This is an optimization exercise on Yosys and OpenROAD, whose aim is small area and a short achievable clock period, not a production implementation.
At most, simulation tests tie the RTL to the original design; equivalence was not proved.
No activity file was given, so power comes from the tool's default toggle rates.

Design simple_debug, start of the top module:
module simple_debug(
   input wire [15:0] data_i,
   output wire [15:0] data_o,
   input wire [24:0] addr_i,
   input wire read_i,
   input wire write_i,
   input wire [1:0] cs_i,
   input wire clk_i,
   input wire reset_i,
   input wire irq_i,
   output wire irq_o,
   output wire [4:0] leds_o
);
   reg stage_1, stage_2, stage_3;
   reg [15:0] counter;
   reg [15:0] data_q;
   reg irq;
   reg led;
   wire chip_select = cs_i[0] & cs_i[1];
   wire [25:0] a = {cs_i[0], addr_i};
   wire ram_accessed;
   wire [31:0] wsel, rsel_n;
   SimpleRamDecode DEC(.cs0_i(cs_i[0]), .addr_i(addr_i), .write_i(write_i), .reset_i(reset_i),
                       .inwin_o(ram_accessed), .wsel_o(wsel), .rsel_n_o(rsel_n));
   wire clear_irq = (a == 26'h0);
   wire access = ~stage_2 & stage_3;
   wire [15:0] ram_d;
   SimpleRam RAM0(.clk_i(clk_i),
                  .wsel_i(wsel),
                  .rd_i(~reset_i | (~read_i & ram_accessed)),
                  .clr_i(~reset_i),
                  .rsel_n_i(rsel_n),
                  .data_i(data_i),
                  .data_o(ram_d));
   assign data_o = data_q;
   assign irq_o = irq;
   assign leds_o = {led, irq_i, counter[15], counter[0], 1'b1};
   always @ (posedge clk_i)
   begin
      if (!reset_i)
      begin
         counter <= 0;
         stage_3 <= 0;
         stage_2 <= 0;
         stage_1 <= 0;
         data_q <= 0;
         irq <= 0;
      end
      else
      begin
         if (&counter)
            irq <= 1;
         counter <= counter + 1;
         stage_3 <= stage_2;
         stage_2 <= stage_1;
         stage_1 <= chip_select;
         if (access)
         begin
            if (!read_i)
  ...
clock: 3.0 ns
lec_check: 0
cap_margin: 20
core_margin: 2
core_utilization: 40
cts_cluster_diameter: 100
cts_cluster_size: 24
place_density: 0.68
setup_slack_margin: 1.1
slew_margin: 20
synth_hierarchical: 1
standard.sh (not shown) runs the stock make flow with config.mk's settings and CLKGATE_MAP_FILE= SYNTH_SCRIPT=/design/flow/synth_recipe.tcl, a recipe that flattens the netlist after the stock synthesis.
==> flow/flow/run.sh <==
#!/bin/bash
# The standard layout, with the port buffers inserted as buf_2 cells
# instead of the default delay-cell buffers. The whole make output goes to
# standard.log; each ORFS step also writes its own log under orfs/logs.
set -euo pipefail
bash standard.sh "BUFFER_PORTS_ARGS=-buffer_cell sky130_fd_sc_hd__buf_2" finish > standard.log 2>&1
The first run went through all stages and came out clean.
==> next run, changes <==
==> flow/flow/run.sh (replaced) <==
#!/bin/bash
# The standard layout, with the port buffers inserted as buf_2 cells
# instead of the default delay-cell buffers, and timing-driven global
# placement that does not keep its trial buffering. The whole make output
# goes to standard.log; each ORFS step also writes its own log under orfs/logs.
set -euo pipefail
bash standard.sh "BUFFER_PORTS_ARGS=-buffer_cell sky130_fd_sc_hd__buf_2" GPL_KEEP_OVERFLOW=0 finish > standard.log 2>&1
SETUP_SLACK_MARGIN = 1.2   (was 1.1)
The new run produced a clean layout; cell count increases by 4.2%; via count increases by 5.5%; sequential cell count stays the same; critical path depth increases by 4; combinational power increases by 13%; synthesized area does not change; utilization increases by 2.1 points; count of clock-buffer cells in the layout increases by 10; setup slack improves by 0.11 ns.
==> next run, changes <==
==> flow/run.sh (new file) <==
#!/bin/bash
# synth_recipe.tcl (not shown) runs the flow's synth.tcl, then flattens the netlist and writes it again
# the make line also repeats each setting of config.mk as NAME=value (left out here)
make -C /OpenROAD-flow-scripts/flow DESIGN_CONFIG=/design/flow/config.mk WORK_HOME=/design/flow/orfs CLKGATE_MAP_FILE= SYNTH_SCRIPT=/design/flow/synth_recipe.tcl finish
CAP_MARGIN = 0   (was 20)
SLEW_MARGIN = 0   (was 20)
removed: flow/flow/run.sh
removed: flow/standard.sh
Outcome: The new run finished clean; core utilization came out higher by 3.1 points; clock power barely changes; power came out higher by 0.97%; flip-flop and latch count does not change; cell count came out higher by 3.9%.
==> next run, changes <==
==> flow/flow/run.sh (new file) <==
#!/bin/bash
# The standard layout, with the port buffers inserted as buf_1 cells
# instead of the default delay-cell buffers. The whole make output goes to
# standard.log; each ORFS step also writes its own log under orfs/logs.
set -euo pipefail
bash standard.sh "BUFFER_PORTS_ARGS=-buffer_cell sky130_fd_sc_hd__buf_1" finish > standard.log 2>&1
==> flow/standard.sh (new file) <==
#!/bin/bash
# synth_recipe.tcl (not shown) runs the flow's synth.tcl, then flattens the netlist and writes it again
# the make line also repeats each setting of config.mk as NAME=value (left out here)
make -C /OpenROAD-flow-scripts/flow DESIGN_CONFIG=/design/flow/config.mk WORK_HOME=/design/flow/orfs CLKGATE_MAP_FILE= SYNTH_SCRIPT=/design/flow/synth_recipe.tcl "${@:-finish}"
CAP_MARGIN = 20   (was 0)
SLEW_MARGIN = 20   (was 0)
removed: flow/run.sh
Result:
- total power drops by 1.4%
- worst setup slack loses 0.038 ns
- utilization drops by 3.7 points
- first-iteration DRC count drops by about 8%
- clock power is about the same
- design area drops by 7.2%

* * *

Another version of the RTL of simple_debug (not shown whole).
Size in the first run: ~1100 cells after synthesis, ~70 I/O pins, ~0.021 mm^2 of cells after synthesis.
## simple_debug
module simple_debug(
   input wire [15:0] data_i,
   output wire [15:0] data_o,
   input wire [24:0] addr_i,
   input wire read_i,
   input wire write_i,
   input wire [1:0] cs_i,
   input wire clk_i,
   input wire reset_i,
   input wire irq_i,
   output wire irq_o,
   output wire [4:0] leds_o
);
clock: 3.0 ns
lec_check: 0
cap_margin: 20
core_margin: 2
core_utilization: 40
cts_cluster_diameter: 100
cts_cluster_size: 24
setup_slack_margin: 0.9
slew_margin: 20
synth_hierarchical: 1
run.sh (not shown) runs the stock make flow with config.mk's settings and CLKGATE_MAP_FILE= SYNTH_SCRIPT=/design/flow/synth_recipe.tcl, a recipe that flattens the netlist after the stock synthesis.
Stock flow here: none of the scripts above is used.
==> next run, changes <==
CORE_UTILIZATION = 60   (was 40)
PLACE_DENSITY = 0.72   (was not set)
SETUP_SLACK_MARGIN = 1.2   (was 0.9)
=> Design area came out higher by a few percent; sequential cell count is unchanged; wire length came out higher by a little under a tenth; sequential share of layout area came out lower by 1.7 points; final cell count came out lower by a little under a tenth; die area came out lower by a quarter to a third.
==> next run, changes <==
CORE_UTILIZATION = 40   (was 60)
PLACE_DENSITY = not set   (was 0.72)
=> Via count went down by about 6%; cell count climbs by 11%; total power falls by about 0.56%; register-to-register slack gets better by 220 ps; routed wire length fell by 3.9%; clock power is about the same.
No functional check of the RTL was part of any run of this note.

* * *

Another version of the RTL of simple_debug (not shown whole).
For scale: roughly 570 flip-flops, about 70 I/O pins, roughly 21000 µm² of cells after synthesis.
==> flow/config.mk <==
export PLATFORM = sky130hd
export DESIGN_NAME = simple_debug
export DESIGN_NICKNAME = simple_debug
export VERILOG_FILES = /design/flow/design.v
export SDC_FILE = /design/flow/constraint.sdc
export NUM_CORES = 4
export LEC_CHECK = 0
export CAP_MARGIN = 0
export CORE_MARGIN = 2
export CORE_UTILIZATION = 40
export CTS_CLUSTER_DIAMETER = 100
export CTS_CLUSTER_SIZE = 24
export PLACE_DENSITY = 0.68
export SETUP_SLACK_MARGIN = 1.2
export SLEW_MARGIN = 0
export SYNTH_HIERARCHICAL = 1
==> flow/constraint.sdc <==
create_clock -name core_clock -period 3.0 [get_ports {clk_i}]
set_input_delay 0.6000 -clock core_clock [delete_from_list [all_inputs] [get_ports {clk_i}]]
set_output_delay 0.6000 -clock core_clock [all_outputs]
set_load 0.01 [all_outputs]
Change:
Settings changed: CAP_MARGIN 0 to 20, SLEW_MARGIN 0 to 20.
- The changed run completed with no timing, DRC or antenna violations
- routed wire length does not change
- cell area stays the same
- final cell count is unchanged
- maximum frequency is unchanged
- clock power barely changes
- via count does not change
- die area does not change
No functional check of the RTL was part of any run of this note.

* * *

The RTL this note starts from:
==> flow/design.v <==
module SdOai22(input wire a1, a2, b1, b2, output wire y);
   assign y = ~((a1 | a2) & (b1 | b2));
endmodule
module SdNand4(input wire a, b, c, d, output wire y);
   assign y = ~(a & b & c & d);
endmodule
module SdNand2(input wire a, b, output wire y);
   assign y = ~(a & b);
endmodule
module SdNor4(input wire a, b, c, d, output wire y);
   assign y = ~(a | b | c | d);
endmodule
module SdNor3(input wire a, b, c, output wire y);
   assign y = ~(a | b | c);
endmodule
module SdNor2(input wire a, b, output wire y);
   assign y = ~(a | b);
endmodule
module SdNand3(input wire a, b, c, output wire y);
   assign y = ~(a & b & c);
endmodule
module SdAnd2(input wire a, b, output wire y);
   assign y = a & b;
endmodule
module SdInv(input wire a, output wire y);
   assign y = ~a;
endmodule
module SimpleRamDecode(
   input wire cs0_i,
   input wire [24:0] addr_i,
   input wire write_i,             
   input wire reset_i,             
   output wire inwin_o,
   output wire [31:0] wsel_o,
   output wire [31:0] rsel_n_o
);
   wire [4:0] g;
   SdNor4 g0(.a(cs0_i), .b(addr_i[24]), .c(addr_i[23]), .d(addr_i[22]), .y(g[0]));
   SdNor4 g1(.a(addr_i[21]), .b(addr_i[20]), .c(addr_i[19]), .d(addr_i[18]), .y(g[1]));
   SdNor4 g2(.a(addr_i[17]), .b(addr_i[16]), .c(addr_i[15]), .d(addr_i[14]), .y(g[2]));
   SdNor4 g3(.a(addr_i[12]), .b(addr_i[11]), .c(addr_i[10]), .d(addr_i[9]), .y(g[3]));
   SdNor3 g4(.a(addr_i[8]), .b(addr_i[7]), .c(addr_i[6]), .y(g[4]));
   wire h1, h2;
   SdNand3 h1g(.a(g[0]), .b(g[1]), .c(g[2]), .y(h1));
   SdNand3 h2g(.a(g[3]), .b(g[4]), .c(addr_i[13]), .y(h2));
   SdNor2 inw(.a(h1), .b(h2), .y(inwin_o));
   wire reset_n, wr, wr_n;         
   SdInv rinv(.a(reset_i), .y(reset_n));
   SdNor2 wrg(.a(reset_n), .b(write_i), .y(wr));
   SdInv wrinv(.a(wr), .y(wr_n));
   wire [5:1] an;
   genvar i;
   generate
      for (i = 1; i <= 5; i = i + 1) begin : ainv
         SdInv inv(.a(addr_i[i]), .y(an[i]));
      end
   endgenerate
   wire [7:0] d3n, pb, rb;
   generate
      for (i = 0; i < 8; i = i + 1) begin : pre3
         SdNand3 n(.a(i & 4 ? addr_i[5] : an[5]), .b(i & 2 ? addr_i[4] : an[4]),
                   .c(i & 1 ? addr_i[3] : an[3]), .y(d3n[i]));
         SdNor4 w(.a(h1), .b(h2), .c(wr_n), .d(d3n[i]), .y(pb[i]));
         SdInv r(.a(d3n[i]), .y(rb[i]));
      end
   endgenerate
   wire [3:0] pa, ra;
   generate
      for (i = 0; i < 4; i = i + 1) begin : pre2
         SdNor2 w(.a(i & 2 ? an[2] : addr_i[2]), .b(i & 1 ? an[1] : addr_i[1]), .y(pa[i]));
         SdNor3 r(.a(reset_n), .b(i & 2 ? an[2] : addr_i[2]), .c(i & 1 ? an[1] : addr_i[1]), .y(ra[i]));
      end
   endgenerate
   generate
      for (i = 0; i < 32; i = i + 1) begin : sel
         SdAnd2 w(.a(pa[i & 3]), .b(pb[i >> 2]), .y(wsel_o[i]));
         SdNand2 r(.a(ra[i & 3]), .b(rb[i >> 2]), .y(rsel_n_o[i]));
      end
   endgenerate
endmodule
module SimpleRam(
   input wire clk_i,
   input wire [31:0] wsel_i,       
   input wire rd_i,                
   input wire clr_i,               
   input wire [31:0] rsel_n_i,     
   input wire [15:0] data_i,
   output reg [15:0] data_o
);
   reg [15:0] storage[31:0];
   genvar w;
   generate
      for (w = 0; w < 32; w = w + 1) begin : wr
         always @ (posedge clk_i)
            if (wsel_i[w])
               storage[w] <= data_i;
      end
   endgenerate
   wire [15:0] word;
   genvar b, g;
   generate
      for (b = 0; b < 16; b = b + 1) begin : bits
         wire [31:0] col;
         wire [15:0] p;
         wire [7:0] q;
         wire [1:0] r;
         for (g = 0; g < 32; g = g + 1) begin : words
            assign col[g] = storage[g][b];
         end
         for (g = 0; g < 16; g = g + 1) begin : pairs
            SdOai22 oai(.a1(col[2*g]), .a2(rsel_n_i[2*g]), .b1(col[2*g+1]), .b2(rsel_n_i[2*g+1]),
                        .y(p[g]));
         end
         for (g = 0; g < 8; g = g + 1) begin : quads
            SdNor2 nor2(.a(p[2*g]), .b(p[2*g+1]), .y(q[g]));
         end
         SdNand4 n0(.a(q[0]), .b(q[1]), .c(q[2]), .d(q[3]), .y(r[0]));
         SdNand4 n1(.a(q[4]), .b(q[5]), .c(q[6]), .d(q[7]), .y(r[1]));
         SdNor3 clr(.a(r[0]), .b(r[1]), .c(clr_i), .y(word[b]));
      end
   endgenerate
   always @ (posedge clk_i)
   begin
      if (rd_i)
         data_o <= word;
   end
endmodule
`timescale 1ns / 1ps
module simple_debug(
   input wire [15:0] data_i,
   output wire [15:0] data_o,
   input wire [24:0] addr_i,
   input wire read_i,
   input wire write_i,
   input wire [1:0] cs_i,
   input wire clk_i,
   input wire reset_i,
   input wire irq_i,
   output wire irq_o,
   output wire [4:0] leds_o
);
   reg stage_1, stage_2, stage_3;
   reg [15:0] counter;
   reg [15:0] data_q;
   reg irq;
   reg led;
   wire chip_select = cs_i[0] & cs_i[1];
   wire [25:0] a = {cs_i[0], addr_i};
   wire ram_accessed;
   wire [31:0] wsel, rsel_n;
   SimpleRamDecode DEC(.cs0_i(cs_i[0]), .addr_i(addr_i), .write_i(write_i), .reset_i(reset_i),
                       .inwin_o(ram_accessed), .wsel_o(wsel), .rsel_n_o(rsel_n));
   wire clear_irq = (a == 26'h0);
   wire access = ~stage_2 & stage_3;
   wire [15:0] ram_d;
   SimpleRam RAM0(.clk_i(clk_i),
                  .wsel_i(wsel),
                  .rd_i(~reset_i | (~read_i & ram_accessed)),
                  .clr_i(~reset_i),
                  .rsel_n_i(rsel_n),
                  .data_i(data_i),
                  .data_o(ram_d));
   assign data_o = data_q;
   assign irq_o = irq;
   assign leds_o = {led, irq_i, counter[15], counter[0], 1'b1};
   always @ (posedge clk_i)
   begin
      if (!reset_i)
      begin
         counter <= 0;
         stage_3 <= 0;
         stage_2 <= 0;
         stage_1 <= 0;
         data_q <= 0;
         irq <= 0;
      end
      else
      begin
         if (&counter)
            irq <= 1;
         counter <= counter + 1;
         stage_3 <= stage_2;
         stage_2 <= stage_1;
         stage_1 <= chip_select;
         if (access)
         begin
            if (!read_i)
               data_q <= ram_accessed ? ram_d : (addr_i[15:0] | {15'b0, cs_i[0]});
            if (!write_i && !ram_accessed)
            begin
               if (clear_irq)
                  irq <= data_i[0];
               else
                  led <= data_i[0];
            end
         end
      end
   end
endmodule
Settings: LEC_CHECK=0, CAP_MARGIN=20, CORE_MARGIN=2, CORE_UTILIZATION=40, CTS_CLUSTER_DIAMETER=100, CTS_CLUSTER_SIZE=24, PLACE_DENSITY=0.75, SETUP_SLACK_MARGIN=1.2, SLEW_MARGIN=20, SYNTH_HIERARCHICAL=1; clock period 3.0 ns.
Rerun with:
--- a/flow/config.mk
+++ b/flow/config.mk
@@ -11,5 +11,5 @@
 export CTS_CLUSTER_DIAMETER = 100
 export CTS_CLUSTER_SIZE = 24
-export PLACE_DENSITY = 0.75
+export PLACE_DENSITY = 0.88
 export SETUP_SLACK_MARGIN = 1.2
 export SLEW_MARGIN = 20
=> Wire length grows by 5.6%. Combinational power rises by about 2%. Utilization fell by 0.34 points.
Rerun with:
--- a/flow/config.mk
+++ b/flow/config.mk
@@ -11,5 +11,4 @@
 export CTS_CLUSTER_DIAMETER = 100
 export CTS_CLUSTER_SIZE = 24
-export PLACE_DENSITY = 0.88
 export SETUP_SLACK_MARGIN = 1.2
 export SLEW_MARGIN = 20
Result: Routed wire length falls by 1.8%; via count falls by 5.9%; synthesized cell count stays the same; cell area rises by 4.4%; utilization rises by 2.2 points.
Rerun with:
--- a/flow/config.mk
+++ b/flow/config.mk
@@ -8,7 +8,8 @@
 export CAP_MARGIN = 20
 export CORE_MARGIN = 2
-export CORE_UTILIZATION = 40
+export CORE_UTILIZATION = 55
 export CTS_CLUSTER_DIAMETER = 100
 export CTS_CLUSTER_SIZE = 24
+export PLACE_DENSITY = 0.8
 export SETUP_SLACK_MARGIN = 1.2
 export SLEW_MARGIN = 20
Result: The changed run completed with no timing, DRC or antenna violations; wire length came out higher by a few percent; sequential power stays flat; clock-buffer cell count came out lower by 1; register-to-register slack loses 0.10 ns; fmax came out lower by a few percent.

[separate check: timing with driven ports]
The flow's constraints put no driver on any port. The routed layouts listed below were extracted and timed again, unchanged, in two steps.
Step 1 (the two cells are an assumption about what drives the block):
set clk [get_ports {clk_i}]
set_driving_cell -lib_cell sky130_fd_sc_hd__clkbuf_16 $clk
set_driving_cell -lib_cell sky130_fd_sc_hd__buf_2 [delete_from_list [all_inputs] $clk]
Step 2, shift: input delay + t, output delay - t, t = (earliest + latest rising clock arrival at the registers) / 2. This alone moves slack from input paths to output paths.
Three values: no drivers, after step 1, after step 2; two values: the first two.
run | t (ns) | slack for setup (ns) | worst setup path after step 2
the first run of note 1 | 0.635 | 1.053 / 1.083 / 0.448 | input to register
the second run of note 1 | 0.639 | 1.159 / 1.145 / 0.507 | input to register
the third run of note 1 | 0.645 | 1.148 / 1.158 / 0.512 | input to register
the fourth run of note 1 | 0.642 | 1.111 / 1.142 / 0.500 | input to register
the first run of note 2 | 0.641 | 0.894 / 0.920 / 0.279 | input to register
the second run of note 2 | 0.631 | 0.813 / 0.801 / 0.169 | input to register
the third run of note 2 | 0.651 | 1.011 / 1.034 / 0.383 | input to register
the first run of note 3 | 0.649 | 1.151 / 1.149 / 0.500 | input to register
the second run of note 3 | 0.649 | 1.151 / 1.149 / 0.500 | input to register
the first run of note 4 | 0.635 | 1.126 / 1.137 / 0.502 | input to register
the second run of note 4 | 0.643 | 0.930 / 0.943 / 0.301 | input to register
the third run of note 4 | 0.639 | 1.102 / 1.119 / 0.480 | input to register
the fourth run of note 4 | 0.634 | 1.044 / 1.059 / 0.425 | input to register
After both steps every run listed still meets setup and hold. For the second run of note 1, which loses most, drivers alone change the setup slack by -0.014 ns; drivers and shift together by -0.652 ns.
